Source: an optimization exercise on an open RTL-to-GDS flow (aim: small area). Production flows keep margins and buffers that such runs may drop.
In this exercise RTL edits were held to simulation tests only and were not proved equivalent to the original.
No driver is modelled on the clock port, so clock power and skew are understated where the tree is cut down; a real chip needs a root buffer or a tree.
Power and IR drop assume default switching activity.

**config.mk**
```make
export PLATFORM = sky130hd
export DESIGN_NAME = Top_Level2
export DESIGN_NICKNAME = Top_Level2
export VERILOG_FILES = /design/flow/design.v
export SDC_FILE = /design/flow/constraint.sdc
export NUM_CORES = 4
export LEC_CHECK = 0
export CAP_MARGIN = 20
export CORE_MARGIN = 2
export CORE_UTILIZATION = 40
export CTS_CLUSTER_DIAMETER = 500
export CTS_CLUSTER_SIZE = 100
export GPL_TIMING_DRIVEN = 0
export PLACE_DENSITY = 0.6
export SLEW_MARGIN = 20
```
**constraint.sdc**
```tcl
create_clock -name core_clock -period 10.0 [get_ports {CLK}]
set_input_delay 2.0000 -clock core_clock [delete_from_list [all_inputs] [get_ports {CLK}]]
set_output_delay 2.0000 -clock core_clock [all_outputs]
set_load 0.01 [all_outputs]
```
**design.v**
```verilog
module Top_Level2(
	CLK,
	rst,
	ps2_clk,
	Data,
	out
);
input wire	CLK;
input wire	rst;
input wire	ps2_clk;
input wire	Data;
output wire	out;
reg	[2:0] kclk_s;
reg	[1:0] kdat_s;
always @(posedge CLK)
begin
	kdat_s <= {kdat_s[0], Data};
	kclk_s[2] <= kclk_s[1];
	if (rst)
		kclk_s[1:0] <= 2'b11;
	else
		kclk_s[1:0] <= {kclk_s[0], ps2_clk};
end
wire	kclk_fall = kclk_s[2] & ~kclk_s[1];
reg	[3:0] count;
reg	[8:1] inter;
reg	prev_f0;	 
reg	trigger;
wire	stop = count[3] & count[1];
always @(posedge CLK)
begin
	if (rst)
	begin
		count <= 4'd0;
		inter <= 8'd0;
		prev_f0 <= 1'b0;
		trigger <= 1'b0;
	end
	else if (kclk_fall)
	begin
		if (stop)
		begin
			count <= 4'd0;
			trigger <= prev_f0;
			prev_f0 <= (inter == 8'hF0);
		end
		else
		begin
			count <= count + 4'd1;
			if (~count[3] & (count[2:0] == 3'd1)) inter[1] <= kdat_s[1];
			if (~count[3] & (count[2:0] == 3'd2)) inter[2] <= kdat_s[1];
			if (~count[3] & (count[2:0] == 3'd3)) inter[3] <= kdat_s[1];
			if (~count[3] & (count[2:0] == 3'd4)) inter[4] <= kdat_s[1];
			if (~count[3] & (count[2:0] == 3'd5)) inter[5] <= kdat_s[1];
			if (~count[3] & (count[2:0] == 3'd6)) inter[6] <= kdat_s[1];
			if (~count[3] & (count[2:0] == 3'd7)) inter[7] <= kdat_s[1];
			if (count[3] & ~count[0]) inter[8] <= kdat_s[1];
		end
	end
end
wire	[7:0] code = trigger ? 8'd0 : inter;
reg	[14:0] y;
always @(*)
	case (code)
	28: y = 22727; 27: y = 21452; 35: y = 20248; 43: y = 19111;
	52: y = 18038; 51: y = 17026; 59: y = 16071; 66: y = 15169;
	75: y = 14317; 76: y = 13513; 82: y = 12755; 90: y = 12039;
	21: y = 23393; 29: y = 22080; 36: y = 20841; 45: y = 19671;
	44: y = 18567; 53: y = 17525; 60: y = 16543; 67: y = 15613;
	68: y = 14737; 77: y = 13910; 84: y = 13129; 91: y = 12392;
	18: y = 22080; 26: y = 20841; 34: y = 19671; 33: y = 18567;
	42: y = 17525; 50: y = 16542; 49: y = 15613; 58: y = 14736;
	65: y = 13910; 73: y = 13129; 74: y = 12391; 89: y = 11697;
	default: y = 0;
	endcase
reg	[15:0] a;
reg	[15:0] b;
wire	a_ge_2y = (a >= {y, 1'b0});
wire	b_gt_2y = (b > {y, 1'b0});
wire	a_le_y = (a <= {1'b0, y});
always @(posedge CLK)
begin
	if (rst | a_ge_2y)
		a <= 16'd0;
	else
		a <= a + 16'd1;
	if (rst | b_gt_2y)
		b <= 16'd0;
	else
		b <= b + 16'd1;
end
assign	out = a_le_y ? a_ge_2y : ~b_gt_2y;
endmodule
```
**flow/run.sh**
```bash
#!/bin/bash
set -euo pipefail
R=orfs/results/${FLOW_PLATFORM}/Top_Level2/base
bash standard.sh synth > synth_std.log 2>&1
cp $R/1_2_yosys.v std.v
cp $FLOW_HOME/platforms/${FLOW_PLATFORM}/lib/sky130_fd_sc_hd__tt_025C_1v80.lib lib.lib
yosys -s flow/p1.ys > p1.log 2>&1
python3 flow/search.py lib.lib 1 60 ${NUM_CORES:-4} > search.log 2>&1
yosys -s flow/p2.ys > p2.log 2>&1
yosys -s flow/equiv.ys > equiv.log 2>&1
cp new.v $R/1_2_yosys.v
export BUFFER_PORTS_ARGS="-buffer_cell sky130_fd_sc_hd__buf_1"
bash standard.sh POST_CTS_TCL=$PWD/flow/post_cts.tcl finish > layout.log 2>&1
rm -f lib.lib
```
**flow/dont_use.txt**
```
sky130_fd_sc_hd__probe_p_8 sky130_fd_sc_hd__probec_p_8 sky130_fd_sc_hd__lpflow_bleeder_1 sky130_fd_sc_hd__lpflow_clkbufkapwr_1 sky130_fd_sc_hd__lpflow_clkbufkapwr_16 sky130_fd_sc_hd__lpflow_clkbufkapwr_2 sky130_fd_sc_hd__lpflow_clkbufkapwr_4 sky130_fd_sc_hd__lpflow_clkbufkapwr_8 sky130_fd_sc_hd__lpflow_clkinvkapwr_1 sky130_fd_sc_hd__lpflow_clkinvkapwr_16 sky130_fd_sc_hd__lpflow_clkinvkapwr_2 sky130_fd_sc_hd__lpflow_clkinvkapwr_4 sky130_fd_sc_hd__lpflow_clkinvkapwr_8 sky130_fd_sc_hd__lpflow_decapkapwr_12 sky130_fd_sc_hd__lpflow_decapkapwr_3 sky130_fd_sc_hd__lpflow_decapkapwr_4 sky130_fd_sc_hd__lpflow_decapkapwr_6 sky130_fd_sc_hd__lpflow_decapkapwr_8 sky130_fd_sc_hd__lpflow_inputiso0n_1 sky130_fd_sc_hd__lpflow_inputiso0p_1 sky130_fd_sc_hd__lpflow_inputiso1n_1 sky130_fd_sc_hd__lpflow_inputiso1p_1 sky130_fd_sc_hd__lpflow_inputisolatch_1 sky130_fd_sc_hd__lpflow_isobufsrc_1 sky130_fd_sc_hd__lpflow_isobufsrc_16 sky130_fd_sc_hd__lpflow_isobufsrc_2 sky130_fd_sc_hd__lpflow_isobufsrc_4 sky130_fd_sc_hd__lpflow_isobufsrc_8 sky130_fd_sc_hd__lpflow_isobufsrckapwr_16 sky130_fd_sc_hd__lpflow_lsbuf_lh_hl_isowell_tap_1 sky130_fd_sc_hd__lpflow_lsbuf_lh_hl_isowell_tap_2 sky130_fd_sc_hd__lpflow_lsbuf_lh_hl_isowell_tap_4 sky130_fd_sc_hd__lpflow_lsbuf_lh_isowell_4 sky130_fd_sc_hd__lpflow_lsbuf_lh_isowell_tap_1 sky130_fd_sc_hd__lpflow_lsbuf_lh_isowell_tap_2 sky130_fd_sc_hd__lpflow_lsbuf_lh_isowell_tap_4 
```
**flow/dump.abc**
```
strash
write_blif raw.blif
```
**flow/equiv.ys**
```
# Check that the re-mapped netlist does what the standard netlist does
# (registers are matched by name).
read_liberty -ignore_miss_func lib.lib
read_verilog std.v
rename Top_Level2 gold
read_verilog new.v
rename Top_Level2 gate
hierarchy -check
flatten
opt_clean
equiv_make gold gate equiv
hierarchy -top equiv
equiv_simple -seq 1
equiv_induct
equiv_status -assert
```
**flow/load.abc**
```
read_blif best.blif
```
**flow/p1.ys**
```
# Pass 1: the standard synthesis's netlist, with flip-flops and tie cells as
# black boxes; ABC only writes out the combinational logic between them.
read_liberty -ignore_miss_func lib.lib
blackbox sky130_fd_sc_hd__df* sky130_fd_sc_hd__sdf* sky130_fd_sc_hd__edf* sky130_fd_sc_hd__dl* sky130_fd_sc_hd__conb*
read_verilog std.v
hierarchy -top Top_Level2
flatten
opt -purge
stat -liberty lib.lib
abc -liberty lib.lib -script flow/dump.abc
```
**flow/p2.ys**
```
# Pass 2: the same extraction, with ABC returning the searched netlist
# (best.blif); registers keep their instance names and cell types.
read_liberty -ignore_miss_func lib.lib
blackbox sky130_fd_sc_hd__df* sky130_fd_sc_hd__sdf* sky130_fd_sc_hd__edf* sky130_fd_sc_hd__dl* sky130_fd_sc_hd__conb*
read_verilog std.v
hierarchy -top Top_Level2
flatten
opt -purge
abc -liberty lib.lib -script flow/load.abc
opt_clean -purge
hilomap -singleton -hicell sky130_fd_sc_hd__conb_1 HI -locell sky130_fd_sc_hd__conb_1 LO
splitnets
opt_clean -purge
stat -liberty lib.lib
write_verilog -noattr -nohex -nodec new.v
```
**flow/post_cts.tcl**
```tcl
set block [ord::get_db_block]
set clk_net [$block findNet CLK]
set root ""
set n 0
foreach it [$clk_net getITerms] { set root [$it getInst]; incr n }
if { $n == 1 && [string match "*clkbuf*" [[$root getMaster] getName]] } {
  set root_out [[$root findITerm X] getNet]
  set leaves {}
  set others 0
  foreach it [$root_out getITerms] {
    set l [$it getInst]
    if { $l == $root || [string match "clkload*" [$l getName]] } { continue }
    if { [string match "*clkbuf*" [[$l getMaster] getName]] && [$it isInputSignal] } {
      lappend leaves $l
    } else {
      incr others
    }
  }
  if { $others == 0 && [llength $leaves] >= 1 && [llength $leaves] <= 4 } {
    foreach it [$root_out getITerms] {
      set l [$it getInst]
      if { [string match "clkload*" [$l getName]] } { odb::dbInst_destroy $l }
    }
    foreach l $leaves {
      set it [$l findITerm A]
      $it disconnect
      $it connect $clk_net
      foreach lit [[[$l findITerm X] getNet] getITerms] {
        if { [string match "clkload*" [[$lit getInst] getName]] } {
          odb::dbInst_destroy [$lit getInst]
        }
      }
    }
    odb::dbInst_destroy $root
    odb::dbNet_destroy $root_out
    # with 4 leaves, hand the smallest leaf's registers to the nearest of
    # the others and move each remaining leaf to the middle of its registers
    if { [llength $leaves] == 4 } {
      set small ""
      set nsmall 1000000
      foreach l $leaves {
        set k [expr {[llength [[[$l findITerm X] getNet] getITerms]] - 1}]
        if { $k < $nsmall } { set small $l; set nsmall $k }
      }
      set rest {}
      foreach l $leaves { if { $l != $small } { lappend rest $l } }
      set small_out [[$small findITerm X] getNet]
      foreach it [$small_out getITerms] {
        if { [$it getInst] == $small } { continue }
        set xy [[$it getInst] getLocation]
        set best ""
        set bd 1e18
        foreach l $rest {
          set lxy [$l getLocation]
          set d [expr {abs([lindex $xy 0] - [lindex $lxy 0]) + abs([lindex $xy 1] - [lindex $lxy 1])}]
          if { $d < $bd } { set bd $d; set best $l }
        }
        $it disconnect
        $it connect [[$best findITerm X] getNet]
      }
      odb::dbInst_destroy $small
      odb::dbNet_destroy $small_out
      set leaves $rest
      foreach l $leaves {
        set sx 0
        set sy 0
        set n 0
        foreach it [[[$l findITerm X] getNet] getITerms] {
          if { [$it getInst] == $l } { continue }
          set xy [[$it getInst] getLocation]
          set sx [expr {$sx + [lindex $xy 0]}]
          set sy [expr {$sy + [lindex $xy 1]}]
          incr n
        }
        $l setLocation [expr {$sx / $n}] [expr {$sy / $n}]
      }
      puts "post_cts: merged the smallest leaf into the other [llength $leaves]"
    }
    puts "post_cts: removed the root buffer; [llength $leaves] leaf buffers on the clock port"
    foreach l $leaves {
      set name [$l getName]
      set pins [get_pins -of_objects [get_nets -of_objects [get_pins $name/X]] -filter "direction == input"]
      foreach c {clkbuf_4 clkbuf_8 clkbuf_16} {
        replace_cell $name sky130_fd_sc_hd__$c
        estimate_parasitics -placement
        set mx 0
        foreach p $pins {
          set s [get_property $p slew_max]
          if { $s > $mx } { set mx $s }
        }
        if { $mx < 0.115 } { break }
      }
      puts "post_cts: $name -> $c ([llength $pins] sinks, slew $mx)"
    }
    detailed_placement
    check_placement -verbose
    estimate_parasitics -placement
    report_clock_skew
  }
}
```
**flow/search.py**
```python
#!/usr/bin/env python3
"""Area search over ABC resynthesis of the combinational logic.

Reads raw.blif (the standard synthesis's combinational logic, written by
p1.ys), runs rounds of parallel ABC jobs (deepsyn with different seeds, then
area mapping) starting from the best netlist so far, and writes best.blif.
Each ABC run's output goes to abc_R_S.log in the current folder.
"""
import glob, os, re, subprocess, sys
from concurrent.futures import ThreadPoolExecutor

lib, rounds, secs, jobs = sys.argv[1], int(sys.argv[2]), int(sys.argv[3]), int(sys.argv[4])
remaps = int(sys.argv[5]) if len(sys.argv) > 5 else 8
offset = int(sys.argv[6]) if len(sys.argv) > 6 else 0
dont_use = open(os.path.join(os.path.dirname(__file__), "dont_use.txt")).read().split()
readlib = "read_lib " + " ".join("-X " + c for c in dont_use) + " -w " + lib

MAP = "&get -n; &dch -f; &nf -R 1000; &put"

def run(src, dst, script, log, remaps=0):
    """Run script on src, then remap the result remaps times; every mapped
    netlist is written out, and the smallest is copied to dst. Returns its area."""
    cmd = f"{readlib}; read_blif {src}; {script}; print_stats; write_blif {dst}.0"
    for i in range(1, remaps + 1):
        cmd += f"; strash; {MAP}; print_stats; write_blif {dst}.{i}"
    out = subprocess.run(["yosys-abc", "-c", cmd], capture_output=True, text=True).stdout
    open(log, "w").write(out)
    areas = [float(x) for x in re.findall(r"area =\s*([0-9.]+)", out)]
    best = None
    for i, a in enumerate(areas):
        if os.path.exists(f"{dst}.{i}") and (best is None or a < areas[best]):
            best = i
    if best is None:
        return float("inf")
    subprocess.run(["cp", f"{dst}.{best}", dst], check=True)
    return areas[best]

# plain area mapping of the input as a fallback
a = run("raw.blif", "cand_0_0.blif", "strash; dch -f; map -a", "abc_0_0.log")
pool = [(a, "cand_0_0.blif")]
print(f"start: {a}", flush=True)
# netlists kept from earlier runs of this search (flow/seed*.blif) join the
# pool if ABC proves them equivalent to this run's logic
for seed in sorted(glob.glob(os.path.join(os.path.dirname(__file__), "seed*.blif"))):
    out = subprocess.run(["yosys-abc", "-c", f"{readlib}; read_blif {seed}; print_stats; cec raw.blif"],
                         capture_output=True, text=True).stdout
    m = re.findall(r"area =\s*([0-9.]+)", out)
    ok = "Networks are equivalent" in out and m
    print(f"seed {os.path.basename(seed)}: " + (f"equivalent, {m[-1]}" if ok else "not used"), flush=True)
    if ok:
        dst = "cand_seed_" + os.path.basename(seed)
        subprocess.run(["cp", seed, dst], check=True)
        pool.append((float(m[-1]), dst))
pool.sort()
for r in range(1, rounds + 1):
    # half the jobs start from the best netlist so far, the rest from the
    # next best ones, so that the search does not stall in one optimum
    srcs = [pool[0][1] if s % 2 == 1 or len(pool) == 1 else pool[min(s // 2, len(pool) - 1)][1]
            for s in range(1, jobs + 1)]
    def job(s):
        dst = f"cand_{r}_{s}.blif"
        script = f"strash; &get -n; &deepsyn -T {secs} -S {(s + r * jobs + offset) % 101}; {MAP}"
        return run(srcs[s - 1], dst, script, f"abc_{r}_{s}.log", remaps), dst
    with ThreadPoolExecutor(jobs) as ex:
        res = list(ex.map(job, range(1, jobs + 1)))
    print(f"round {r}: " + " ".join(f"{x:.1f}" for x, _ in res), flush=True)
    pool = sorted(pool + [x for x in res if x[0] < float("inf")])[:jobs]
best_area, best = pool[0]
print(f"best: {best} {best_area}", flush=True)
subprocess.run(["cp", best, "best.blif"], check=True)
```
**flow/seed1.blif**
```
.model netlist
.inputs ys__n29 ys__n57 ys__n64 ys__n90 ys__n118 ys__n142 ys__n160 ys__n176 \
 ys__n182 ys__n209 ys__n214 ys__n253 ys__n286 ys__n331 ys__n364 ys__n375 \
 ys__n395 ys__n422 ys__n431 ys__n436 ys__n445 ys__n519 ys__n521 ys__n549 \
 ys__n555 ys__n569 ys__n590 ys__n636 ys__n637 ys__n703 ys__n710 ys__n718 \
 ys__n743 ys__n769 ys__n795 ys__n803 ys__n842 ys__n844 ys__n872 ys__n884 \
 ys__n1034 ys__n1061 ys__n1063 ys__n1104 ys__n1233 ys__n1294 ys__n1325 \
 ys__n1384 ys__n1434 ys__n1442 ys__n1475 ys__n1596
.outputs ys__n284 ys__n386 ys__n528 ys__n595 ys__n655 ys__n713 ys__n750 \
 ys__n821 ys__n868 ys__n906 ys__n931 ys__n962 ys__n1008 ys__n1017 ys__n1039 \
 ys__n1098 ys__n1100 ys__n1137 ys__n1164 ys__n1188 ys__n1245 ys__n1276 \
 ys__n1284 ys__n1300 ys__n1307 ys__n1342 ys__n1354 ys__n1370 ys__n1385 \
 ys__n1388 ys__n1418 ys__n1435 ys__n1446 ys__n1460 ys__n1470 ys__n1484 \
 ys__n1495 ys__n1519 ys__n1533 ys__n1545 ys__n1561 ys__n1569 ys__n1571 \
 ys__n1575 ys__n1592 ys__n1608 ys__n1626 ys__n1631 ys__n1635
.gate sky130_fd_sc_hd__clkinv_1        A=ys__n176 Y=new_n102
.gate sky130_fd_sc_hd__clkinv_1        A=ys__n286 Y=new_n103
.gate sky130_fd_sc_hd__clkinv_1        A=ys__n364 Y=new_n104
.gate sky130_fd_sc_hd__clkinv_1        A=ys__n1063 Y=new_n105
.gate sky130_fd_sc_hd__or2_0           A=ys__n519 B=ys__n1063 X=new_n106
.gate sky130_fd_sc_hd__nor2_1          A=ys__n436 B=new_n106 Y=new_n107
.gate sky130_fd_sc_hd__a2111oi_0       A1=ys__n436 A2=ys__n1063 B1=new_n107 C1=ys__n549 D1=ys__n182 Y=new_n108
.gate sky130_fd_sc_hd__nor2b_1         A=ys__n1233 B_N=new_n108 Y=new_n109
.gate sky130_fd_sc_hd__a21oi_1         A1=ys__n286 A2=ys__n1063 B1=ys__n436 Y=new_n110
.gate sky130_fd_sc_hd__nor2_1          A=ys__n286 B=ys__n519 Y=new_n111
.gate sky130_fd_sc_hd__nand2_1         A=ys__n436 B=new_n111 Y=new_n112
.gate sky130_fd_sc_hd__a21oi_1         A1=ys__n519 A2=new_n110 B1=ys__n176 Y=new_n113
.gate sky130_fd_sc_hd__and3_1          A=ys__n160 B=new_n112 C=new_n113 X=new_n114
.gate sky130_fd_sc_hd__nand2_1         A=new_n109 B=new_n114 Y=new_n115
.gate sky130_fd_sc_hd__nor2_1          A=new_n103 B=ys__n436 Y=new_n116
.gate sky130_fd_sc_hd__o311ai_0        A1=new_n103 A2=ys__n436 A3=ys__n1063 B1=new_n109 C1=ys__n176 Y=new_n117
.gate sky130_fd_sc_hd__nor2_1          A=ys__n160 B=ys__n1063 Y=new_n118
.gate sky130_fd_sc_hd__nand2_1         A=ys__n160 B=ys__n1063 Y=new_n119
.gate sky130_fd_sc_hd__clkinv_1        A=new_n119 Y=new_n120
.gate sky130_fd_sc_hd__o21ai_0         A1=ys__n286 A2=new_n120 B1=ys__n519 Y=new_n121
.gate sky130_fd_sc_hd__xor2_1          A=new_n118 B=new_n121 X=new_n122
.gate sky130_fd_sc_hd__nand2b_1        A_N=new_n117 B=new_n122 Y=new_n123
.gate sky130_fd_sc_hd__nand2_1         A=ys__n519 B=ys__n1063 Y=new_n124
.gate sky130_fd_sc_hd__a21oi_1         A1=new_n106 A2=new_n124 B1=new_n102 Y=new_n125
.gate sky130_fd_sc_hd__o22ai_1         A1=new_n103 A2=ys__n519 B1=new_n114 B2=new_n125 Y=new_n126
.gate sky130_fd_sc_hd__nor2_1          A=ys__n286 B=new_n105 Y=new_n127
.gate sky130_fd_sc_hd__nor2_1          A=ys__n286 B=ys__n1063 Y=new_n128
.gate sky130_fd_sc_hd__o21ai_0         A1=ys__n286 A2=ys__n1063 B1=ys__n160 Y=new_n129
.gate sky130_fd_sc_hd__o21ai_0         A1=ys__n286 A2=new_n105 B1=new_n129 Y=new_n130
.gate sky130_fd_sc_hd__nor2b_1         A=ys__n286 B_N=ys__n160 Y=new_n131
.gate sky130_fd_sc_hd__o21ai_0         A1=ys__n519 A2=new_n131 B1=new_n130 Y=new_n132
.gate sky130_fd_sc_hd__nor2_1          A=new_n111 B=new_n116 Y=new_n133
.gate sky130_fd_sc_hd__nand2_1         A=ys__n160 B=new_n133 Y=new_n134
.gate sky130_fd_sc_hd__and3_1          A=new_n103 B=ys__n436 C=ys__n519 X=new_n135
.gate sky130_fd_sc_hd__nand2_1         A=ys__n1233 B=new_n134 Y=new_n136
.gate sky130_fd_sc_hd__nor3_1          A=ys__n176 B=new_n135 C=new_n136 Y=new_n137
.gate sky130_fd_sc_hd__nand2_1         A=new_n132 B=new_n137 Y=new_n138
.gate sky130_fd_sc_hd__o21ai_0         A1=ys__n1233 A2=new_n126 B1=new_n138 Y=new_n139
.gate sky130_fd_sc_hd__nand2_1         A=new_n108 B=new_n139 Y=new_n140
.gate sky130_fd_sc_hd__o21ai_0         A1=new_n102 A2=new_n140 B1=new_n123 Y=new_n141
.gate sky130_fd_sc_hd__nand3_1         A=new_n109 B=new_n114 C=new_n132 Y=new_n142
.gate sky130_fd_sc_hd__o31ai_1         A1=ys__n160 A2=new_n117 A3=new_n135 B1=new_n142 Y=new_n143
.gate sky130_fd_sc_hd__nor2_1          A=new_n141 B=new_n143 Y=new_n144
.gate sky130_fd_sc_hd__nand2_1         A=ys__n160 B=new_n141 Y=new_n145
.gate sky130_fd_sc_hd__nor3_1          A=ys__n436 B=new_n127 C=new_n145 Y=new_n146
.gate sky130_fd_sc_hd__a21o_1          A1=new_n115 A2=new_n144 B1=new_n146 X=new_n147
.gate sky130_fd_sc_hd__o311ai_0        A1=ys__n160 A2=ys__n519 A3=new_n127 B1=new_n139 C1=new_n108 Y=new_n148
.gate sky130_fd_sc_hd__and3_1          A=ys__n286 B=ys__n1063 C=new_n148 X=new_n149
.gate sky130_fd_sc_hd__nor2_1          A=new_n144 B=new_n149 Y=new_n150
.gate sky130_fd_sc_hd__nor3_1          A=new_n103 B=new_n105 C=new_n140 Y=new_n151
.gate sky130_fd_sc_hd__nand2_1         A=new_n108 B=new_n137 Y=new_n152
.gate sky130_fd_sc_hd__o31ai_1         A1=new_n111 A2=new_n116 A3=new_n152 B1=new_n123 Y=new_n153
.gate sky130_fd_sc_hd__xnor2_1         A=ys__n519 B=new_n152 Y=new_n154
.gate sky130_fd_sc_hd__nor2_1          A=new_n120 B=new_n154 Y=new_n155
.gate sky130_fd_sc_hd__a221oi_1        A1=new_n140 A2=new_n150 B1=new_n153 B2=new_n155 C1=new_n151 Y=new_n156
.gate sky130_fd_sc_hd__a21oi_1         A1=new_n108 A2=new_n137 B1=new_n146 Y=new_n157
.gate sky130_fd_sc_hd__nor2b_1         A=new_n143 B_N=new_n157 Y=new_n158
.gate sky130_fd_sc_hd__nand2b_1        A_N=new_n156 B=new_n158 Y=new_n159
.gate sky130_fd_sc_hd__nor2_1          A=new_n115 B=new_n159 Y=new_n160
.gate sky130_fd_sc_hd__a21oi_1         A1=ys__n286 A2=new_n115 B1=new_n158 Y=new_n161
.gate sky130_fd_sc_hd__a21oi_1         A1=new_n156 A2=new_n161 B1=new_n160 Y=new_n162
.gate sky130_fd_sc_hd__or2_0           A=ys__n519 B=new_n162 X=new_n163
.gate sky130_fd_sc_hd__a21oi_1         A1=ys__n160 A2=new_n124 B1=new_n152 Y=new_n164
.gate sky130_fd_sc_hd__clkinv_1        A=new_n164 Y=new_n165
.gate sky130_fd_sc_hd__nand3_1         A=new_n115 B=new_n163 C=new_n165 Y=new_n166
.gate sky130_fd_sc_hd__nor2_1          A=new_n146 B=new_n166 Y=new_n167
.gate sky130_fd_sc_hd__a21oi_1         A1=ys__n519 A2=ys__n1063 B1=new_n148 Y=new_n168
.gate sky130_fd_sc_hd__nor3_1          A=new_n149 B=new_n152 C=new_n168 Y=new_n169
.gate sky130_fd_sc_hd__nand3_1         A=ys__n1063 B=new_n163 C=new_n169 Y=new_n170
.gate sky130_fd_sc_hd__nor3_1          A=ys__n286 B=new_n114 C=new_n164 Y=new_n171
.gate sky130_fd_sc_hd__a21oi_1         A1=ys__n286 A2=new_n164 B1=new_n171 Y=new_n172
.gate sky130_fd_sc_hd__nor2_1          A=new_n158 B=new_n172 Y=new_n173
.gate sky130_fd_sc_hd__nor3_1          A=ys__n1233 B=new_n125 C=new_n143 Y=new_n174
.gate sky130_fd_sc_hd__or2_0           A=new_n156 B=new_n174 X=new_n175
.gate sky130_fd_sc_hd__clkinv_1        A=new_n175 Y=new_n176
.gate sky130_fd_sc_hd__nand2_1         A=new_n173 B=new_n175 Y=new_n177
.gate sky130_fd_sc_hd__o21ai_0         A1=new_n128 A2=new_n159 B1=new_n177 Y=new_n178
.gate sky130_fd_sc_hd__o21ai_0         A1=new_n103 A2=new_n163 B1=new_n170 Y=new_n179
.gate sky130_fd_sc_hd__nor2_1          A=new_n178 B=new_n179 Y=new_n180
.gate sky130_fd_sc_hd__o31ai_1         A1=new_n118 A2=new_n130 A3=new_n144 B1=new_n163 Y=new_n181
.gate sky130_fd_sc_hd__clkinv_1        A=new_n181 Y=new_n182
.gate sky130_fd_sc_hd__a21oi_1         A1=new_n152 A2=new_n182 B1=ys__n1063 Y=new_n183
.gate sky130_fd_sc_hd__a21oi_1         A1=new_n163 A2=new_n175 B1=new_n183 Y=new_n184
.gate sky130_fd_sc_hd__a21oi_1         A1=new_n175 A2=new_n183 B1=new_n184 Y=new_n185
.gate sky130_fd_sc_hd__o21ai_0         A1=ys__n431 A2=ys__n445 B1=new_n185 Y=new_n186
.gate sky130_fd_sc_hd__a21oi_1         A1=ys__n519 A2=ys__n1063 B1=new_n152 Y=new_n187
.gate sky130_fd_sc_hd__o22ai_1         A1=new_n120 A2=new_n176 B1=new_n187 B2=new_n150 Y=new_n188
.gate sky130_fd_sc_hd__a22oi_1         A1=ys__n431 A2=ys__n445 B1=ys__n844 B2=new_n188 Y=new_n189
.gate sky130_fd_sc_hd__o22ai_1         A1=ys__n803 A2=new_n156 B1=new_n188 B2=ys__n844 Y=new_n190
.gate sky130_fd_sc_hd__a21oi_1         A1=new_n186 A2=new_n189 B1=new_n190 Y=new_n191
.gate sky130_fd_sc_hd__nand2_1         A=new_n169 B=new_n173 Y=new_n192
.gate sky130_fd_sc_hd__o21ai_0         A1=new_n153 A2=new_n169 B1=new_n192 Y=new_n193
.gate sky130_fd_sc_hd__nand2_1         A=ys__n703 B=new_n193 Y=new_n194
.gate sky130_fd_sc_hd__a221o_1         A1=ys__n803 A2=new_n156 B1=new_n180 B2=ys__n743 C1=new_n191 X=new_n195
.gate sky130_fd_sc_hd__o21ai_0         A1=ys__n743 A2=new_n180 B1=new_n195 Y=new_n196
.gate sky130_fd_sc_hd__a211oi_1        A1=ys__n160 A2=new_n176 B1=new_n181 C1=new_n118 Y=new_n197
.gate sky130_fd_sc_hd__mux2i_1         A0=new_n197 A1=new_n181 S=new_n152 Y=new_n198
.gate sky130_fd_sc_hd__o22ai_1         A1=ys__n703 A2=new_n193 B1=new_n198 B2=ys__n636 Y=new_n199
.gate sky130_fd_sc_hd__a21oi_1         A1=new_n194 A2=new_n196 B1=new_n199 Y=new_n200
.gate sky130_fd_sc_hd__nand2_1         A=ys__n436 B=new_n164 Y=new_n201
.gate sky130_fd_sc_hd__or2_0           A=new_n146 B=new_n169 X=new_n202
.gate sky130_fd_sc_hd__nor2b_1         A=new_n129 B_N=new_n168 Y=new_n203
.gate sky130_fd_sc_hd__a221oi_1        A1=new_n129 A2=new_n153 B1=new_n202 B2=ys__n519 C1=new_n203 Y=new_n204
.gate sky130_fd_sc_hd__nand2_1         A=ys__n519 B=new_n116 Y=new_n205
.gate sky130_fd_sc_hd__xnor2_1         A=new_n119 B=new_n205 Y=new_n206
.gate sky130_fd_sc_hd__o21a_1          A1=new_n157 A2=new_n206 B1=new_n162 X=new_n207
.gate sky130_fd_sc_hd__nor2b_1         A=new_n204 B_N=new_n207 Y=new_n208
.gate sky130_fd_sc_hd__a21oi_1         A1=new_n166 A2=new_n201 B1=new_n208 Y=new_n209
.gate sky130_fd_sc_hd__a221oi_1        A1=ys__n636 A2=new_n198 B1=new_n209 B2=ys__n521 C1=new_n200 Y=new_n210
.gate sky130_fd_sc_hd__a21oi_1         A1=new_n150 A2=new_n162 B1=new_n202 Y=new_n211
.gate sky130_fd_sc_hd__mux2_1          A0=new_n128 A1=new_n211 S=new_n159 X=new_n212
.gate sky130_fd_sc_hd__o22ai_1         A1=ys__n521 A2=new_n209 B1=new_n212 B2=ys__n1325 Y=new_n213
.gate sky130_fd_sc_hd__a22oi_1         A1=ys__n795 A2=new_n207 B1=new_n212 B2=ys__n1325 Y=new_n214
.gate sky130_fd_sc_hd__o21ai_0         A1=new_n210 A2=new_n213 B1=new_n214 Y=new_n215
.gate sky130_fd_sc_hd__o221ai_1        A1=ys__n1294 A2=new_n148 B1=new_n207 B2=ys__n795 C1=new_n215 Y=new_n216
.gate sky130_fd_sc_hd__a22oi_1         A1=ys__n1294 A2=new_n148 B1=new_n204 B2=ys__n884 Y=new_n217
.gate sky130_fd_sc_hd__a2111oi_0       A1=new_n105 A2=new_n152 B1=new_n209 C1=new_n127 D1=new_n146 Y=new_n218
.gate sky130_fd_sc_hd__nor2_1          A=new_n158 B=new_n218 Y=new_n219
.gate sky130_fd_sc_hd__o21ai_0         A1=new_n163 A2=new_n164 B1=new_n219 Y=new_n220
.gate sky130_fd_sc_hd__o22ai_1         A1=ys__n884 A2=new_n204 B1=new_n220 B2=ys__n1061 Y=new_n221
.gate sky130_fd_sc_hd__a21oi_1         A1=new_n216 A2=new_n217 B1=new_n221 Y=new_n222
.gate sky130_fd_sc_hd__a221o_1         A1=ys__n769 A2=new_n167 B1=new_n220 B2=ys__n1061 C1=new_n222 X=new_n223
.gate sky130_fd_sc_hd__o21ai_0         A1=ys__n769 A2=new_n167 B1=new_n223 Y=new_n224
.gate sky130_fd_sc_hd__nand2_1         A=ys__n569 B=new_n157 Y=new_n225
.gate sky130_fd_sc_hd__o22ai_1         A1=ys__n395 A2=new_n147 B1=new_n157 B2=ys__n569 Y=new_n226
.gate sky130_fd_sc_hd__a21oi_1         A1=new_n224 A2=new_n225 B1=new_n226 Y=new_n227
.gate sky130_fd_sc_hd__a21oi_1         A1=ys__n395 A2=new_n147 B1=new_n227 Y=new_n228
.gate sky130_fd_sc_hd__nor2_1          A=ys__n118 B=new_n212 Y=new_n229
.gate sky130_fd_sc_hd__a22oi_1         A1=ys__n872 A2=new_n185 B1=new_n188 B2=ys__n90 Y=new_n230
.gate sky130_fd_sc_hd__o22ai_1         A1=ys__n57 A2=new_n156 B1=new_n188 B2=ys__n90 Y=new_n231
.gate sky130_fd_sc_hd__a22oi_1         A1=ys__n57 A2=new_n156 B1=new_n180 B2=ys__n209 Y=new_n232
.gate sky130_fd_sc_hd__o21ai_0         A1=new_n230 A2=new_n231 B1=new_n232 Y=new_n233
.gate sky130_fd_sc_hd__o221ai_1        A1=ys__n209 A2=new_n180 B1=new_n193 B2=ys__n422 C1=new_n233 Y=new_n234
.gate sky130_fd_sc_hd__a22oi_1         A1=ys__n422 A2=new_n193 B1=new_n198 B2=ys__n29 Y=new_n235
.gate sky130_fd_sc_hd__o22ai_1         A1=ys__n29 A2=new_n198 B1=new_n209 B2=ys__n64 Y=new_n236
.gate sky130_fd_sc_hd__a21oi_1         A1=new_n234 A2=new_n235 B1=new_n236 Y=new_n237
.gate sky130_fd_sc_hd__a21oi_1         A1=ys__n64 A2=new_n209 B1=new_n237 Y=new_n238
.gate sky130_fd_sc_hd__a22oi_1         A1=ys__n142 A2=new_n207 B1=new_n212 B2=ys__n118 Y=new_n239
.gate sky130_fd_sc_hd__o21ai_0         A1=new_n229 A2=new_n238 B1=new_n239 Y=new_n240
.gate sky130_fd_sc_hd__o221ai_1        A1=ys__n214 A2=new_n148 B1=new_n207 B2=ys__n142 C1=new_n240 Y=new_n241
.gate sky130_fd_sc_hd__a22oi_1         A1=ys__n214 A2=new_n148 B1=new_n204 B2=ys__n253 Y=new_n242
.gate sky130_fd_sc_hd__o22ai_1         A1=ys__n253 A2=new_n204 B1=new_n220 B2=ys__n331 Y=new_n243
.gate sky130_fd_sc_hd__a21oi_1         A1=new_n241 A2=new_n242 B1=new_n243 Y=new_n244
.gate sky130_fd_sc_hd__a221oi_1        A1=ys__n375 A2=new_n167 B1=new_n220 B2=ys__n331 C1=new_n244 Y=new_n245
.gate sky130_fd_sc_hd__nor2_1          A=ys__n375 B=new_n167 Y=new_n246
.gate sky130_fd_sc_hd__a21oi_1         A1=ys__n555 A2=new_n147 B1=ys__n590 Y=new_n247
.gate sky130_fd_sc_hd__or3_1           A=new_n245 B=new_n246 C=new_n247 X=new_n248
.gate sky130_fd_sc_hd__o21a_1          A1=ys__n590 A2=new_n157 B1=new_n147 X=new_n249
.gate sky130_fd_sc_hd__nor2_1          A=ys__n637 B=new_n249 Y=new_n250
.gate sky130_fd_sc_hd__nand2_1         A=ys__n555 B=ys__n590 Y=new_n251
.gate sky130_fd_sc_hd__nand3_1         A=new_n248 B=new_n250 C=new_n251 Y=new_n252
.gate sky130_fd_sc_hd__nor3_1          A=ys__n555 B=ys__n590 C=ys__n637 Y=new_n253
.gate sky130_fd_sc_hd__a32o_1          A1=new_n245 A2=new_n249 A3=new_n253 B1=new_n252 B2=new_n228 X=ys__n284
.gate sky130_fd_sc_hd__nor2_1          A=ys__n253 B=new_n148 Y=new_n255
.gate sky130_fd_sc_hd__a211oi_1        A1=ys__n57 A2=new_n188 B1=new_n185 C1=ys__n90 Y=new_n256
.gate sky130_fd_sc_hd__o22ai_1         A1=ys__n209 A2=new_n156 B1=new_n188 B2=ys__n57 Y=new_n257
.gate sky130_fd_sc_hd__nor2_1          A=new_n256 B=new_n257 Y=new_n258
.gate sky130_fd_sc_hd__a221oi_1        A1=ys__n209 A2=new_n156 B1=new_n180 B2=ys__n422 C1=new_n258 Y=new_n259
.gate sky130_fd_sc_hd__o22ai_1         A1=ys__n422 A2=new_n180 B1=new_n193 B2=ys__n29 Y=new_n260
.gate sky130_fd_sc_hd__nand2_1         A=ys__n29 B=new_n193 Y=new_n261
.gate sky130_fd_sc_hd__o21ai_0         A1=new_n259 A2=new_n260 B1=new_n261 Y=new_n262
.gate sky130_fd_sc_hd__maj3_1          A=ys__n64 B=new_n198 C=new_n262 X=new_n263
.gate sky130_fd_sc_hd__o21ai_0         A1=ys__n118 A2=new_n209 B1=new_n263 Y=new_n264
.gate sky130_fd_sc_hd__a22oi_1         A1=ys__n118 A2=new_n209 B1=new_n212 B2=ys__n142 Y=new_n265
.gate sky130_fd_sc_hd__o22ai_1         A1=ys__n214 A2=new_n207 B1=new_n212 B2=ys__n142 Y=new_n266
.gate sky130_fd_sc_hd__a21oi_1         A1=new_n264 A2=new_n265 B1=new_n266 Y=new_n267
.gate sky130_fd_sc_hd__a21oi_1         A1=ys__n214 A2=new_n207 B1=new_n267 Y=new_n268
.gate sky130_fd_sc_hd__a22oi_1         A1=ys__n253 A2=new_n148 B1=new_n204 B2=ys__n331 Y=new_n269
.gate sky130_fd_sc_hd__o21ai_0         A1=new_n255 A2=new_n268 B1=new_n269 Y=new_n270
.gate sky130_fd_sc_hd__o22a_1          A1=ys__n331 A2=new_n204 B1=new_n220 B2=ys__n375 X=new_n271
.gate sky130_fd_sc_hd__a222oi_1        A1=ys__n555 A2=new_n167 B1=new_n270 B2=new_n271 C1=new_n220 C2=ys__n375 Y=new_n272
.gate sky130_fd_sc_hd__nor2_1          A=ys__n555 B=new_n167 Y=new_n273
.gate sky130_fd_sc_hd__o21ai_0         A1=ys__n590 A2=new_n147 B1=ys__n637 Y=new_n274
.gate sky130_fd_sc_hd__o311ai_0        A1=new_n250 A2=new_n272 A3=new_n273 B1=new_n274 C1=new_n104 Y=new_n275
.gate sky130_fd_sc_hd__nor2_1          A=ys__n872 B=new_n275 Y=ys__n386
.gate sky130_fd_sc_hd__nand2_1         A=new_n104 B=new_n228 Y=new_n277
.gate sky130_fd_sc_hd__and3_1          A=ys__n431 B=ys__n445 C=ys__n844 X=new_n278
.gate sky130_fd_sc_hd__and3_1          A=ys__n743 B=ys__n803 C=new_n278 X=new_n279
.gate sky130_fd_sc_hd__and3_1          A=ys__n636 B=ys__n703 C=new_n279 X=new_n280
.gate sky130_fd_sc_hd__xnor2_1         A=ys__n521 B=new_n280 Y=new_n281
.gate sky130_fd_sc_hd__nor2_1          A=new_n277 B=new_n281 Y=ys__n528
.gate sky130_fd_sc_hd__nor2b_1         A=ys__n1475 B_N=ys__n842 Y=new_n283
.gate sky130_fd_sc_hd__nand2b_1        A_N=ys__n1475 B=ys__n842 Y=new_n284
.gate sky130_fd_sc_hd__nor2b_1         A=ys__n1104 B_N=ys__n1034 Y=new_n285
.gate sky130_fd_sc_hd__nand2_1         A=ys__n718 B=new_n285 Y=new_n286
.gate sky130_fd_sc_hd__nor3_1          A=ys__n710 B=new_n284 C=new_n286 Y=new_n287
.gate sky130_fd_sc_hd__nand2_1         A=new_n104 B=ys__n1442 Y=new_n288
.gate sky130_fd_sc_hd__nand2_1         A=ys__n160 B=new_n104 Y=new_n289
.gate sky130_fd_sc_hd__mux2i_1         A0=new_n289 A1=new_n288 S=new_n287 Y=ys__n595
.gate sky130_fd_sc_hd__a21oi_1         A1=ys__n703 A2=new_n279 B1=ys__n636 Y=new_n291
.gate sky130_fd_sc_hd__nor3_1          A=new_n277 B=new_n280 C=new_n291 Y=ys__n655
.gate sky130_fd_sc_hd__xnor2_1         A=ys__n703 B=new_n279 Y=new_n293
.gate sky130_fd_sc_hd__nor2_1          A=new_n277 B=new_n293 Y=ys__n713
.gate sky130_fd_sc_hd__a21oi_1         A1=ys__n803 A2=new_n278 B1=ys__n743 Y=new_n295
.gate sky130_fd_sc_hd__nor3_1          A=new_n277 B=new_n279 C=new_n295 Y=ys__n750
.gate sky130_fd_sc_hd__xnor2_1         A=ys__n803 B=new_n278 Y=new_n297
.gate sky130_fd_sc_hd__nor2_1          A=new_n277 B=new_n297 Y=ys__n821
.gate sky130_fd_sc_hd__a21oi_1         A1=ys__n431 A2=ys__n445 B1=ys__n844 Y=new_n299
.gate sky130_fd_sc_hd__nor3_1          A=new_n277 B=new_n278 C=new_n299 Y=ys__n868
.gate sky130_fd_sc_hd__xnor2_1         A=ys__n90 B=ys__n872 Y=new_n301
.gate sky130_fd_sc_hd__nor2_1          A=new_n275 B=new_n301 Y=ys__n906
.gate sky130_fd_sc_hd__a21oi_1         A1=ys__n90 A2=ys__n872 B1=ys__n57 Y=new_n303
.gate sky130_fd_sc_hd__and3_1          A=ys__n57 B=ys__n90 C=ys__n872 X=new_n304
.gate sky130_fd_sc_hd__nor3_1          A=new_n275 B=new_n303 C=new_n304 Y=ys__n931
.gate sky130_fd_sc_hd__xnor2_1         A=ys__n209 B=new_n304 Y=new_n306
.gate sky130_fd_sc_hd__nor2_1          A=new_n275 B=new_n306 Y=ys__n962
.gate sky130_fd_sc_hd__a21oi_1         A1=ys__n209 A2=new_n304 B1=ys__n422 Y=new_n308
.gate sky130_fd_sc_hd__and3_1          A=ys__n209 B=ys__n422 C=new_n304 X=new_n309
.gate sky130_fd_sc_hd__nor3_1          A=new_n275 B=new_n308 C=new_n309 Y=ys__n1008
.gate sky130_fd_sc_hd__and3_1          A=ys__n521 B=ys__n1325 C=new_n280 X=new_n311
.gate sky130_fd_sc_hd__and3_1          A=ys__n795 B=ys__n1294 C=new_n311 X=new_n312
.gate sky130_fd_sc_hd__and3_1          A=ys__n884 B=ys__n1061 C=new_n312 X=new_n313
.gate sky130_fd_sc_hd__nand2_1         A=ys__n769 B=new_n313 Y=new_n314
.gate sky130_fd_sc_hd__a31oi_1         A1=ys__n569 A2=ys__n769 A3=new_n313 B1=ys__n395 Y=new_n315
.gate sky130_fd_sc_hd__nor2_1          A=new_n277 B=new_n315 Y=ys__n1017
.gate sky130_fd_sc_hd__xnor2_1         A=ys__n29 B=new_n309 Y=new_n317
.gate sky130_fd_sc_hd__nor2_1          A=new_n275 B=new_n317 Y=ys__n1039
.gate sky130_fd_sc_hd__nand2_1         A=ys__n710 B=new_n285 Y=new_n319
.gate sky130_fd_sc_hd__nand3_1         A=ys__n710 B=ys__n1475 C=new_n285 Y=new_n320
.gate sky130_fd_sc_hd__mux2i_1         A0=ys__n1596 A1=ys__n549 S=new_n320 Y=new_n321
.gate sky130_fd_sc_hd__nor2_1          A=ys__n364 B=new_n321 Y=ys__n1098
.gate sky130_fd_sc_hd__a21oi_1         A1=ys__n29 A2=new_n309 B1=ys__n64 Y=new_n323
.gate sky130_fd_sc_hd__and3_1          A=ys__n29 B=ys__n64 C=new_n309 X=new_n324
.gate sky130_fd_sc_hd__nor3_1          A=new_n275 B=new_n323 C=new_n324 Y=ys__n1100
.gate sky130_fd_sc_hd__xnor2_1         A=ys__n118 B=new_n324 Y=new_n326
.gate sky130_fd_sc_hd__nor2_1          A=new_n275 B=new_n326 Y=ys__n1137
.gate sky130_fd_sc_hd__nand2_1         A=new_n104 B=new_n320 Y=new_n328
.gate sky130_fd_sc_hd__and3_1          A=ys__n710 B=ys__n718 C=new_n285 X=new_n329
.gate sky130_fd_sc_hd__nor2_1          A=ys__n842 B=ys__n1475 Y=new_n330
.gate sky130_fd_sc_hd__a21oi_1         A1=ys__n842 A2=new_n329 B1=ys__n1475 Y=new_n331
.gate sky130_fd_sc_hd__nor2_1          A=new_n328 B=new_n331 Y=ys__n1164
.gate sky130_fd_sc_hd__a21oi_1         A1=ys__n118 A2=new_n324 B1=ys__n142 Y=new_n333
.gate sky130_fd_sc_hd__and3_1          A=ys__n118 B=ys__n142 C=new_n324 X=new_n334
.gate sky130_fd_sc_hd__nor3_1          A=new_n275 B=new_n333 C=new_n334 Y=ys__n1188
.gate sky130_fd_sc_hd__nor2_1          A=ys__n214 B=new_n334 Y=new_n336
.gate sky130_fd_sc_hd__and2_0          A=ys__n214 B=new_n334 X=new_n337
.gate sky130_fd_sc_hd__nor3_1          A=new_n275 B=new_n336 C=new_n337 Y=ys__n1245
.gate sky130_fd_sc_hd__nor4_1          A=ys__n718 B=ys__n842 C=ys__n1475 D=new_n319 Y=new_n339
.gate sky130_fd_sc_hd__nand2_1         A=new_n104 B=ys__n1063 Y=new_n340
.gate sky130_fd_sc_hd__mux2i_1         A0=new_n340 A1=new_n288 S=new_n339 Y=ys__n1276
.gate sky130_fd_sc_hd__xnor2_1         A=ys__n253 B=new_n337 Y=new_n342
.gate sky130_fd_sc_hd__nor2_1          A=new_n275 B=new_n342 Y=ys__n1284
.gate sky130_fd_sc_hd__nand2_1         A=new_n329 B=new_n330 Y=new_n344
.gate sky130_fd_sc_hd__nand3_1         A=ys__n1442 B=new_n329 C=new_n330 Y=new_n345
.gate sky130_fd_sc_hd__nand2_1         A=ys__n436 B=new_n344 Y=new_n346
.gate sky130_fd_sc_hd__a21oi_1         A1=new_n345 A2=new_n346 B1=ys__n364 Y=ys__n1300
.gate sky130_fd_sc_hd__nor3b_1         A=ys__n710 B=ys__n718 C_N=new_n285 Y=new_n348
.gate sky130_fd_sc_hd__nand2_1         A=new_n283 B=new_n348 Y=new_n349
.gate sky130_fd_sc_hd__nand3_1         A=ys__n286 B=new_n104 C=new_n349 Y=new_n350
.gate sky130_fd_sc_hd__o21ai_0         A1=new_n288 A2=new_n349 B1=new_n350 Y=ys__n1307
.gate sky130_fd_sc_hd__a21oi_1         A1=ys__n253 A2=new_n337 B1=ys__n331 Y=new_n352
.gate sky130_fd_sc_hd__and3_1          A=ys__n253 B=ys__n331 C=new_n337 X=new_n353
.gate sky130_fd_sc_hd__nor3_1          A=new_n275 B=new_n352 C=new_n353 Y=ys__n1342
.gate sky130_fd_sc_hd__nor2_1          A=ys__n375 B=new_n353 Y=new_n355
.gate sky130_fd_sc_hd__nand2_1         A=ys__n375 B=new_n353 Y=new_n356
.gate sky130_fd_sc_hd__nor3b_1         A=new_n275 B=new_n355 C_N=new_n356 Y=ys__n1354
.gate sky130_fd_sc_hd__xor2_1          A=ys__n555 B=new_n356 X=new_n358
.gate sky130_fd_sc_hd__nor2_1          A=new_n275 B=new_n358 Y=ys__n1370
.gate sky130_fd_sc_hd__or2_0           A=ys__n364 B=ys__n1384 X=ys__n1385
.gate sky130_fd_sc_hd__a31oi_1         A1=ys__n375 A2=ys__n555 A3=new_n353 B1=ys__n590 Y=new_n361
.gate sky130_fd_sc_hd__nor2_1          A=new_n251 B=new_n356 Y=new_n362
.gate sky130_fd_sc_hd__nor3_1          A=new_n275 B=new_n361 C=new_n362 Y=ys__n1388
.gate sky130_fd_sc_hd__a21oi_1         A1=ys__n521 A2=new_n280 B1=ys__n1325 Y=new_n364
.gate sky130_fd_sc_hd__nor3_1          A=new_n277 B=new_n311 C=new_n364 Y=ys__n1418
.gate sky130_fd_sc_hd__or2_0           A=ys__n364 B=ys__n1434 X=ys__n1435
.gate sky130_fd_sc_hd__xnor2_1         A=ys__n795 B=new_n311 Y=new_n367
.gate sky130_fd_sc_hd__nor2_1          A=new_n277 B=new_n367 Y=ys__n1446
.gate sky130_fd_sc_hd__a21oi_1         A1=ys__n795 A2=new_n311 B1=ys__n1294 Y=new_n369
.gate sky130_fd_sc_hd__nor3_1          A=new_n277 B=new_n312 C=new_n369 Y=ys__n1460
.gate sky130_fd_sc_hd__xnor2_1         A=ys__n884 B=new_n312 Y=new_n371
.gate sky130_fd_sc_hd__nor2_1          A=new_n277 B=new_n371 Y=ys__n1470
.gate sky130_fd_sc_hd__a21oi_1         A1=ys__n884 A2=new_n312 B1=ys__n1061 Y=new_n373
.gate sky130_fd_sc_hd__nor3_1          A=new_n277 B=new_n313 C=new_n373 Y=ys__n1484
.gate sky130_fd_sc_hd__nor2_1          A=ys__n769 B=new_n313 Y=new_n375
.gate sky130_fd_sc_hd__nor3b_1         A=new_n375 B=new_n277 C_N=new_n314 Y=ys__n1495
.gate sky130_fd_sc_hd__xor2_1          A=ys__n569 B=new_n314 X=new_n377
.gate sky130_fd_sc_hd__nor2_1          A=new_n277 B=new_n377 Y=ys__n1519
.gate sky130_fd_sc_hd__nor2_1          A=ys__n718 B=new_n285 Y=new_n379
.gate sky130_fd_sc_hd__nor3b_1         A=new_n328 B=new_n379 C_N=new_n286 Y=ys__n1533
.gate sky130_fd_sc_hd__a21oi_1         A1=ys__n718 A2=new_n285 B1=ys__n710 Y=new_n381
.gate sky130_fd_sc_hd__nor3_1          A=new_n328 B=new_n329 C=new_n381 Y=ys__n1545
.gate sky130_fd_sc_hd__nand2_1         A=new_n283 B=new_n329 Y=new_n383
.gate sky130_fd_sc_hd__nand3_1         A=ys__n842 B=new_n320 C=new_n383 Y=new_n384
.gate sky130_fd_sc_hd__a21oi_1         A1=new_n344 A2=new_n384 B1=ys__n364 Y=ys__n1561
.gate sky130_fd_sc_hd__nor2_1          A=ys__n431 B=new_n277 Y=ys__n1569
.gate sky130_fd_sc_hd__xnor2_1         A=ys__n431 B=ys__n445 Y=new_n387
.gate sky130_fd_sc_hd__nor2_1          A=new_n277 B=new_n387 Y=ys__n1571
.gate sky130_fd_sc_hd__nor2_1          A=ys__n637 B=new_n362 Y=new_n389
.gate sky130_fd_sc_hd__nor2_1          A=new_n275 B=new_n389 Y=ys__n1575
.gate sky130_fd_sc_hd__nand3_1         A=new_n104 B=ys__n1596 C=new_n320 Y=new_n391
.gate sky130_fd_sc_hd__nand2_1         A=ys__n182 B=new_n104 Y=new_n392
.gate sky130_fd_sc_hd__nor2_1          A=ys__n286 B=new_n392 Y=new_n393
.gate sky130_fd_sc_hd__nand4_1         A=ys__n160 B=new_n107 C=new_n328 D=new_n393 Y=new_n394
.gate sky130_fd_sc_hd__o21ai_0         A1=new_n139 A2=new_n394 B1=new_n391 Y=ys__n1592
.gate sky130_fd_sc_hd__nand2_1         A=ys__n1475 B=new_n348 Y=new_n396
.gate sky130_fd_sc_hd__mux2i_1         A0=new_n288 A1=new_n392 S=new_n396 Y=ys__n1608
.gate sky130_fd_sc_hd__nand3_1         A=ys__n1442 B=new_n283 C=new_n329 Y=new_n398
.gate sky130_fd_sc_hd__nand2_1         A=ys__n1233 B=new_n383 Y=new_n399
.gate sky130_fd_sc_hd__a21oi_1         A1=new_n398 A2=new_n399 B1=ys__n364 Y=ys__n1626
.gate sky130_fd_sc_hd__nor4_1          A=ys__n710 B=ys__n842 C=ys__n1475 D=new_n286 Y=new_n401
.gate sky130_fd_sc_hd__nand2_1         A=new_n104 B=ys__n519 Y=new_n402
.gate sky130_fd_sc_hd__mux2i_1         A0=new_n402 A1=new_n288 S=new_n401 Y=ys__n1631
.gate sky130_fd_sc_hd__nor3_1          A=ys__n718 B=new_n284 C=new_n319 Y=new_n404
.gate sky130_fd_sc_hd__nand2_1         A=ys__n176 B=new_n104 Y=new_n405
.gate sky130_fd_sc_hd__mux2i_1         A0=new_n405 A1=new_n288 S=new_n404 Y=ys__n1635
.end
```
**standard.sh**
```bash
#!/bin/bash
# synth_recipe.tcl (not shown) runs the flow's synth.tcl, then flattens the netlist and writes it again
# the make line also repeats each setting of config.mk as NAME=value (left out here)
make -C /OpenROAD-flow-scripts/flow DESIGN_CONFIG=/design/flow/config.mk WORK_HOME=/design/flow/orfs CLKGATE_MAP_FILE= SYNTH_SCRIPT=/design/flow/synth_recipe.tcl "${@:-finish}"
```
==> flow_summary.yaml <==
route:
  wl_per_cell_um: 13.97
  drc: 0
  met1_length_mm: 3.274
  wl_met2_mm: 2.591
  routed_wl_mm: 6.174
  vias: 2600
  routed-wl-met3_um: 232
  top_layer: "met4"
  drtIter0Drc: 246
  viasPerCell: 5.882
  ant_nets: 0
  first_pass_iters: 5
placed_design:
  dp_slack_ps: 1291
  dpl_cell_area_um2: 2856
  port_buffers: 4
  dp_hpwl_mm: 4.447
  gp_congestion: 0.8912
sta:
  min_period_ps: 8993
  period_share_pct: 89.93
  fin_tns_setup_ps: 0
  hold_viol: 0
  maxSlewViolCount: 0
  tightest_slew_ps: 1041
  setup_slack_ps: 1007
  fmax_ghz: 0.1112
  max_slew_margin_pct: 30.57
  setup_viol: 0
  rsz0062_at_grt: "false"
  final.setup_skew_ps: 8.336
global_route:
  grt_pass1_vias: 2297
  antenna_found_initial: 0
  grt_max_degree: 24
  grt_overflow_total: 0
  grt_pass1_wl_mm: 10.83
  track_usage_pct: 17.41
worst_setup_path:
  max_stage_delay_ps: 830
  r2r_start: "inter[2]"
  crit_fanout: 12
  crit_path_top_delay_cell: "a221oi_1"
  critical_path_class: "reg -> out"
  crit_arrival_ps: 6990
  critPathMostFrequentCell: "a21oi_1"
  cp-end-kind: "output port"
  startpoint_type: "flop"
  worst_ep_required_time_ps: 8000
  cp-startpoint: "inter[2]"
floorplan:
  die_h_um: 86.56
  fp.coreArea_um2: 6681
  io_pins: 5
  start_util_pct: 40.81
  rows: 30
  die-area_um2: 7493
  die_width_um: 86.56
power_and_ir_drop:
  power_frac_comb_pct: 9.3
  pwr-share-seq_pct: 64.1
  pwr-share-clk_pct: 26.7
  power.density_nw_per_um2: 113.4
  total_power_mw: 0.3298
  p_int_mw: 0.2558
  max-vdd-ir-drop_mv: 0.09540
  p_sw_share_pct: 22.43
  p_leak_nw: 0.9653
  p_switching_mw: 0.07399
run:
  drv_cap: 0
yosys:
  synth_area_um2: 2726
  synth_nets: 358
  ys_warn_count: 1
  netlist_instances: 354
  syn_area_per_cell_um2: 7.702
cells_and_area:
  syn_to_final_growth_pct: 6.700
  antenna_cells: 0
  drive_gt1_share_pct: 1.381
  stdcell_area_um2: 2909
  final_nets: 368
outcome:
  status: "timing/DRC/antenna clean"
cts:
  worstSkewPairLatency_ps: 150
  clk_pin_slew_ps: 90
  cts.sinks: 51
worst_hold_path:
  holdCritStartpoint: "kdat_s[0]"
  hp-class: "reg -> reg"
layout make-up:
class	count	area, um2
well taps	80	100.1
inverters	14	52.55
fillers	683	3772
flip-flops and latches	51	1021
repair buffers	5	22.52
multi-input cells	289	1660
clock buffers	3	52.55
flip-flops by register name, summed over array words and instances, names as in the netlist:
signal / count
inter: 8
a: 16
kclk_s: 3
b: 16
prev_f0: 1
trigger: 1
count: 4
kdat_s: 2
power by group through the flow:
stage	clock (mW)	sequential, mW	combinational, mW
after global routing	0.0976	0.212	0.0346
after global placement	0	0.216	0.0301
final	0.0880	0.211	0.0305
after detailed placement	0	0.216	0.0301
after floorplan	0	0.215	0.0234
per-stage QoR:
stage	util, %	hold slack, ps	std cells
after detailed placement	42.75	314.7	439
after global routing	43.54	352.2	442
after global placement	42.53	311.1	438
after floorplan	-	309.6	354
final	43.54	334.1	442
placed cells by master, fill, tap and decap left out, types with 4 or more instances in the layout:
| cell type | count |
|---|---|
| o22ai_1 | 13 |
| a22oi_1 | 8 |
| a221oi_1 | 7 |
| maj3_1 | 5 |
| o21ai_0 | 16 |
| a21oi_1 | 47 |
| clkinv_1 | 14 |
| a31oi_1 | 9 |
| nand3_1 | 6 |
| or2_0 | 4 |
| nor2_1 | 55 |
| xnor2_1 | 11 |
| a21o_1 | 6 |
| a211oi_1 | 4 |
| nor3_1 | 22 |
| dfxtp_1 | 51 |
| and3_1 | 12 |
| nand2_1 | 23 |
| buf_1 | 4 |
path summary, 6_finish.rpt:
path / slack [ps] / cells past startpoint / endpoint
max reg2reg: 3150 / 27 / a[4]
min: 330 / 0 / kdat_s[1]
max: 1010 / 28 / out
min reg2reg: 330 / 0 / kdat_s[1]
layer usage:
metal | GRT usage (%) | up-vias
met2 | 25.52 | 56
met5 | 0 | -
met1 | 26.30 | 1182
met3 | 3.429 | 9
met4 | 3.977 | 0
li1 | - | 1353
worst max-delay path: cells and delay by family (launching register included):
| kind | cells | cell delay (ps) |
|---|---|---|
| compound gates | 16 | 3150 |
| fa+ha+maj | 3 | 1070 |
| buf+inv | 3 | 580 |
| flops | 1 | 600 |
| mux | 1 | 340 |
| simple gates | 5 | 1100 |

[re-timing with driven ports]
In the flow no input, the clock included, has a driving cell. The finished layout below was timed again as built, in two steps. Step 1 (the two cells are an assumption about what drives the block):
set clk [get_ports {CLK}]
set_driving_cell -lib_cell sky130_fd_sc_hd__clkbuf_16 $clk
set_driving_cell -lib_cell sky130_fd_sc_hd__buf_2 [delete_from_list [all_inputs] $clk]
Step 2 adds t to the input delays and takes it off the output delays; t is the mean of the earliest and latest rising clock arrival at the registers after step 1. Input paths then give back, and output paths get back, about the clock's delay inside the block. Slacks: ideal / step 1 / step 2; pairs: ideal / step 1.
t, ns: 0.202
slack for setup (ns): 1.007 / 0.955 / 1.157
worst register clock-pin slew, ns: 0.09 / 0.09
cell pins on the clock port's net: 3
After both steps this run still meets setup and hold. For this run, drivers alone change the setup slack by -0.052 ns; drivers and shift together by +0.150 ns.
